This design comes from an exercise in tuning for small area, a short achievable clock period and few clock cycles on the open sky130 flow, not from production work. The RTL was checked by simulation tests, not by an equivalence proof against the original design.

==> inputs of job 8226 <==
// mvm
module mvm #(
  parameter IWIDTH = 8,
  parameter OWIDTH = 32,
  parameter MEM_DATAW = IWIDTH * 8,
  parameter VEC_MEM_DEPTH = 4,
  parameter VEC_ADDRW = $clog2(VEC_MEM_DEPTH),
  parameter MAT_MEM_DEPTH = 8,
  parameter MAT_ADDRW = $clog2(MAT_MEM_DEPTH),
  parameter NUM_OLANES = 4
)(
  input  logic                   clk,
  input  logic                   rst,
  input  logic [MEM_DATAW-1:0]   i_vec_wdata,
  input  logic [VEC_ADDRW-1:0]   i_vec_waddr,
  input  logic                   i_vec_wen,
  input  logic [MEM_DATAW-1:0]   i_mat_wdata,
  input  logic [MAT_ADDRW-1:0]   i_mat_waddr,
  input  logic [NUM_OLANES-1:0]  i_mat_wen,
  input  logic                   i_start,
  input  logic [VEC_ADDRW-1:0]   i_vec_start_addr,
  input  logic [VEC_ADDRW:0]     i_vec_num_words,
  input  logic [MAT_ADDRW-1:0]   i_mat_start_addr,
  input  logic [MAT_ADDRW:0]     i_mat_num_rows_per_olane,
  output logic                   o_busy,
  output logic [NUM_OLANES*OWIDTH-1:0] o_result,
  output logic                   o_valid
);
  logic [MEM_DATAW-1:0]  vec_wdata, mat_wdata;
  logic [VEC_ADDRW-1:0]  vec_waddr;
  logic [MAT_ADDRW-1:0]  mat_waddr;
  logic                  vec_wen;
  logic [NUM_OLANES-1:0] mat_wen;
  always_ff @(posedge clk) begin
    vec_wdata <= i_vec_wdata;
    vec_waddr <= i_vec_waddr;
    vec_wen   <= i_vec_wen;
    mat_wdata <= i_mat_wdata;
    mat_waddr <= i_mat_waddr;
    mat_wen   <= i_mat_wen;
  end
  logic [VEC_MEM_DEPTH-1:0] vec_rsel;
  logic [MAT_MEM_DEPTH-1:0] mat_rsel;
  logic issue, first, last;
  ctrl ctrl_inst (
    .clk(clk), .rst(rst), .start(i_start),
    .vec_start_addr(i_vec_start_addr), .vec_num_words(i_vec_num_words),
  ...
==> module mvm, before the edit <==
module mvm #(
  parameter IWIDTH = 8,
  parameter OWIDTH = 32,
  parameter MEM_DATAW = IWIDTH * 8,
  parameter VEC_MEM_DEPTH = 4,
  parameter VEC_ADDRW = $clog2(VEC_MEM_DEPTH),
  parameter MAT_MEM_DEPTH = 8,
  parameter MAT_ADDRW = $clog2(MAT_MEM_DEPTH),
  parameter NUM_OLANES = 4
)(
  input  logic                   clk,
  input  logic                   rst,
  input  logic [MEM_DATAW-1:0]   i_vec_wdata,
  input  logic [VEC_ADDRW-1:0]   i_vec_waddr,
  input  logic                   i_vec_wen,
  input  logic [MEM_DATAW-1:0]   i_mat_wdata,
  input  logic [MAT_ADDRW-1:0]   i_mat_waddr,
  input  logic [NUM_OLANES-1:0]  i_mat_wen,
  input  logic                   i_start,
  input  logic [VEC_ADDRW-1:0]   i_vec_start_addr,
  input  logic [VEC_ADDRW:0]     i_vec_num_words,
  input  logic [MAT_ADDRW-1:0]   i_mat_start_addr,
  input  logic [MAT_ADDRW:0]     i_mat_num_rows_per_olane,
  output logic                   o_busy,
  output logic [NUM_OLANES*OWIDTH-1:0] o_result,
  output logic                   o_valid
);
  logic [MEM_DATAW-1:0]  vec_wdata, mat_wdata;
  logic [VEC_ADDRW-1:0]  vec_waddr;
  logic [MAT_ADDRW-1:0]  mat_waddr;
  logic                  vec_wen;
  logic [NUM_OLANES-1:0] mat_wen;
  always_ff @(posedge clk) begin
    vec_wdata <= i_vec_wdata;
    vec_waddr <= i_vec_waddr;
    vec_wen   <= i_vec_wen;
    mat_wdata <= i_mat_wdata;
    mat_waddr <= i_mat_waddr;
    mat_wen   <= i_mat_wen;
  end
  logic [VEC_MEM_DEPTH-1:0] vec_rsel;
  logic [MAT_MEM_DEPTH-1:0] mat_rsel;
  logic issue, first, last;
  ctrl ctrl_inst (
    .clk(clk), .rst(rst), .start(i_start),
    .vec_start_addr(i_vec_start_addr), .vec_num_words(i_vec_num_words),
    .mat_start_addr(i_mat_start_addr), .mat_num_rows_per_olane(i_mat_num_rows_per_olane),
    .vec_rsel(vec_rsel), .mat_rsel(mat_rsel),
    .issue(issue), .first(first), .last(last), .busy(o_busy)
  );
  logic [4:1] v_r, first_r, last_r;
  always_ff @(posedge clk) begin
    if (rst) begin
      v_r     <= '0;
      o_valid <= 1'b0;
    end else begin
      v_r     <= {v_r[3:1], issue};
      o_valid <= v_r[4] & last_r[4];
    end
    first_r <= {first_r[3:1], first};
    last_r  <= {last_r[3:1], last};
  end
  logic [MEM_DATAW-1:0] vec_rd;
  mem #(.DATAW(MEM_DATAW), .DEPTH(VEC_MEM_DEPTH)) vec_mem_inst (
    .clk(clk), .wdata(vec_wdata), .waddr(vec_waddr), .wen(vec_wen),
    .rsel(vec_rsel), .rdata(vec_rd)
  );
  logic [95:0] vec_enc;
  always_comb begin
    for (int e = 0; e < 8; e++) begin
      for (int d = 0; d < 4; d++) begin
        logic hi, mid, lo;
        hi  = vec_rd[8*e + 2*d + 1];
        mid = vec_rd[8*e + 2*d];
        lo  = (d == 0) ? 1'b0 : vec_rd[8*e + 2*d - 1];
        vec_enc[3*(4*e+d)]     = mid ^ lo;
        vec_enc[3*(4*e+d) + 1] = (hi & ~mid & ~lo) | (~hi & mid & lo);
        vec_enc[3*(4*e+d) + 2] = hi;
      end
    end
  end
  logic [95:0] vec_booth [2];
  genvar p;
  generate
    for (p = 0; p < 2; p = p + 1) begin : VPAIR
      vreg #(.W(96)) booth_reg_inst (.clk(clk), .d(vec_enc), .q(vec_booth[p]));
    end
  endgenerate
  genvar k;
  generate
    for (k = 0; k < NUM_OLANES; k = k + 1) begin : OLANE
      logic [MEM_DATAW-1:0] mat_rd, mat_data;
      mem #(.DATAW(MEM_DATAW), .DEPTH(MAT_MEM_DEPTH)) mat_mem_inst (
        .clk(clk), .wdata(mat_wdata), .waddr(mat_waddr), .wen(mat_wen[k]),
        .rsel(mat_rsel), .rdata(mat_rd)
      );
      always_ff @(posedge clk) mat_data <= mat_rd;
      dot8 dot8_inst (
        .clk(clk), .first(first_r[3]), .a(vec_booth[k/2]), .b(mat_data),
        .result(o_result[k*OWIDTH +: OWIDTH])
      );
    end
  endgenerate
endmodule
==> module vreg, before the edit <==
module vreg #(
  parameter W = 1
)(
  input  logic         clk,
  input  logic [W-1:0] d,
  output logic [W-1:0] q
);
  always_ff @(posedge clk) q <= d;
endmodule
==> flow/config.mk <==
export PLATFORM = sky130hd
export DESIGN_NAME = mvm
export DESIGN_NICKNAME = mvm
export VERILOG_FILES = /design/flow/design.v
export SDC_FILE = /design/flow/constraint.sdc
export NUM_CORES = 4
export LEC_CHECK = 0
export ABC_CLOCK_PERIOD_IN_PS = 2800
export CAP_MARGIN = 20
export CORE_MARGIN = 2
export CORE_UTILIZATION = 50
export SETUP_SLACK_MARGIN = 2.75
export SLEW_MARGIN = 20
export SYNTH_HIERARCHICAL = 1
export SYNTH_MINIMUM_KEEP_SIZE = 0
export TNS_END_PERCENT = 100
==> flow/constraint.sdc <==
create_clock -name core_clock -period 5.5 [get_ports {clk}]
set_input_delay 1.1000 -clock core_clock [delete_from_list [all_inputs] [get_ports {clk}]]
set_output_delay 1.1000 -clock core_clock [all_outputs]
set_load 0.01 [all_outputs]
standard.sh (not shown) runs the stock make flow with config.mk's settings and CLKGATE_MAP_FILE= SYNTH_SCRIPT=/design/flow/synth_recipe.tcl, a recipe that flattens the netlist after the stock synthesis.
==> flow/flow/run.sh <==
#!/bin/bash
# The standard layout, with plain buffers (sky130_fd_sc_hd__buf_4, which the
# resizer may resize) on the ports instead of the resizer's default pick,
# a delay cell. Everything else is the standard.sh unchanged.
set -euo pipefail
bash standard.sh "BUFFER_PORTS_ARGS=-buffer_cell sky130_fd_sc_hd__buf_4" finish > standard.log 2>&1
==> inputs of job 5866, as changes to job 8226 <==
--- a/flow/design.v
+++ b/flow/design.v
@@ -2058,31 +2058,24 @@
     last_r  <= {last_r[3:1], last};
   end
   logic [MEM_DATAW-1:0] vec_rd;
+  logic [95:0]          vec_booth;
   mem #(.DATAW(MEM_DATAW), .DEPTH(VEC_MEM_DEPTH)) vec_mem_inst (
     .clk(clk), .wdata(vec_wdata), .waddr(vec_waddr), .wen(vec_wen),
     .rsel(vec_rsel), .rdata(vec_rd)
   );
-  logic [95:0] vec_enc;
-  always_comb begin
+  always_ff @(posedge clk) begin
     for (int e = 0; e < 8; e++) begin
       for (int d = 0; d < 4; d++) begin
         logic hi, mid, lo;
         hi  = vec_rd[8*e + 2*d + 1];
         mid = vec_rd[8*e + 2*d];
         lo  = (d == 0) ? 1'b0 : vec_rd[8*e + 2*d - 1];
-        vec_enc[3*(4*e+d)]     = mid ^ lo;
-        vec_enc[3*(4*e+d) + 1] = (hi & ~mid & ~lo) | (~hi & mid & lo);
-        vec_enc[3*(4*e+d) + 2] = hi;
+        vec_booth[3*(4*e+d)]     <= mid ^ lo;
+        vec_booth[3*(4*e+d) + 1] <= (hi & ~mid & ~lo) | (~hi & mid & lo);
+        vec_booth[3*(4*e+d) + 2] <= hi;
       end
     end
   end
-  logic [95:0] vec_booth [2];
-  genvar p;
-  generate
-    for (p = 0; p < 2; p = p + 1) begin : VPAIR
-      vreg #(.W(96)) booth_reg_inst (.clk(clk), .d(vec_enc), .q(vec_booth[p]));
-    end
-  endgenerate
   genvar k;
   generate
     for (k = 0; k < NUM_OLANES; k = k + 1) begin : OLANE
@@ -2093,18 +2086,9 @@
       );
       always_ff @(posedge clk) mat_data <= mat_rd;
       dot8 dot8_inst (
-        .clk(clk), .first(first_r[3]), .a(vec_booth[k/2]), .b(mat_data),
+        .clk(clk), .first(first_r[3]), .a(vec_booth), .b(mat_data),
         .result(o_result[k*OWIDTH +: OWIDTH])
       );
     end
   endgenerate
 endmodule
-module vreg #(
-  parameter W = 1
-)(
-  input  logic         clk,
-  input  logic [W-1:0] d,
-  output logic [W-1:0] q
-);
-  always_ff @(posedge clk) q <= d;
-endmodule
==> flow/run.sh (new file) <==
#!/bin/bash
# synth_recipe.tcl (not shown) runs the flow's synth.tcl, then flattens the netlist and writes it again
# the make line also repeats each setting of config.mk as NAME=value (left out here)
make -C /OpenROAD-flow-scripts/flow DESIGN_CONFIG=/design/flow/config.mk WORK_HOME=/design/flow/orfs CLKGATE_MAP_FILE= SYNTH_SCRIPT=/design/flow/synth_recipe.tcl finish
removed: flow/flow/run.sh
removed: flow/standard.sh
==> results_dict.tcl <==
set metrics [dict create \
    ys_seq_area_share_pct 57.5 \
    grt_use_met2_pct 52.8 \
    status "complete, no violations" \
    worstMarginPinSlew_ns 1.12 \
    cp.required_ns 6.38 \
    drive_gt1_share_pct 21.6 \
    critPathArrivalTime_ns 3.85 \
    wl_met2_microns 275000 \
    reg2reg_from "vec_booth[5]" \
    clock_area_share_pct 6.35 \
    ctsResizeCount 932 \
]
the above is filed under job 5866

==> results_dict.tcl <==
set metrics [dict create \
    wl_met2_microns 260000 \
    status "complete, no violations" \
    reg2reg_from "VPAIR[0].booth_reg_inst.q[8]" \
    critPathArrivalTime_ns 3.64 \
    drive_gt1_share_pct 16.4 \
    ctsResizeCount 458 \
    cp.required_ns 6.31 \
    holdPathStages 1 \
    cts_setup_buffers 30 \
    grt_use_met2_pct 50.4 \
    worstMarginPinSlew_ns 1.17 \
]
the above is filed under job 8226

Testbench counts of job 8226, summed over its fixed seeds: cycles 5,436.
Testbench counts of job 5866, summed over its fixed seeds: cycles 5,436.

## static timing again, ports no longer ideal
Ports are ideal in the flow. The routed layouts listed here were re-timed in OpenROAD.
Step 1: set_driving_cell puts a clkbuf_16 on clk and a buf_2 on each other input, an assumption about the parent block.
Step 2 moves the port delays by t, midway between the first and last clock arrival at a register: inputs arrive t later, outputs are due t later. That takes back most of the time a late clock gives input paths.
a / b / c = ideal / step 1 / step 2; a / b = the first two.
run | shift t [ns] | slack for setup (ns) | worst setup path at the end
job 8226 | 1.085 | 2.678 / 2.678 / 2.678 | register to register
job 5866 | 1.118 | 2.535 / 2.535 / 2.272 | input to register
After both steps every run listed still meets setup and hold. For job 5866, which loses most, drivers alone change the setup slack by 0.000 ns; drivers and shift together by -0.263 ns.
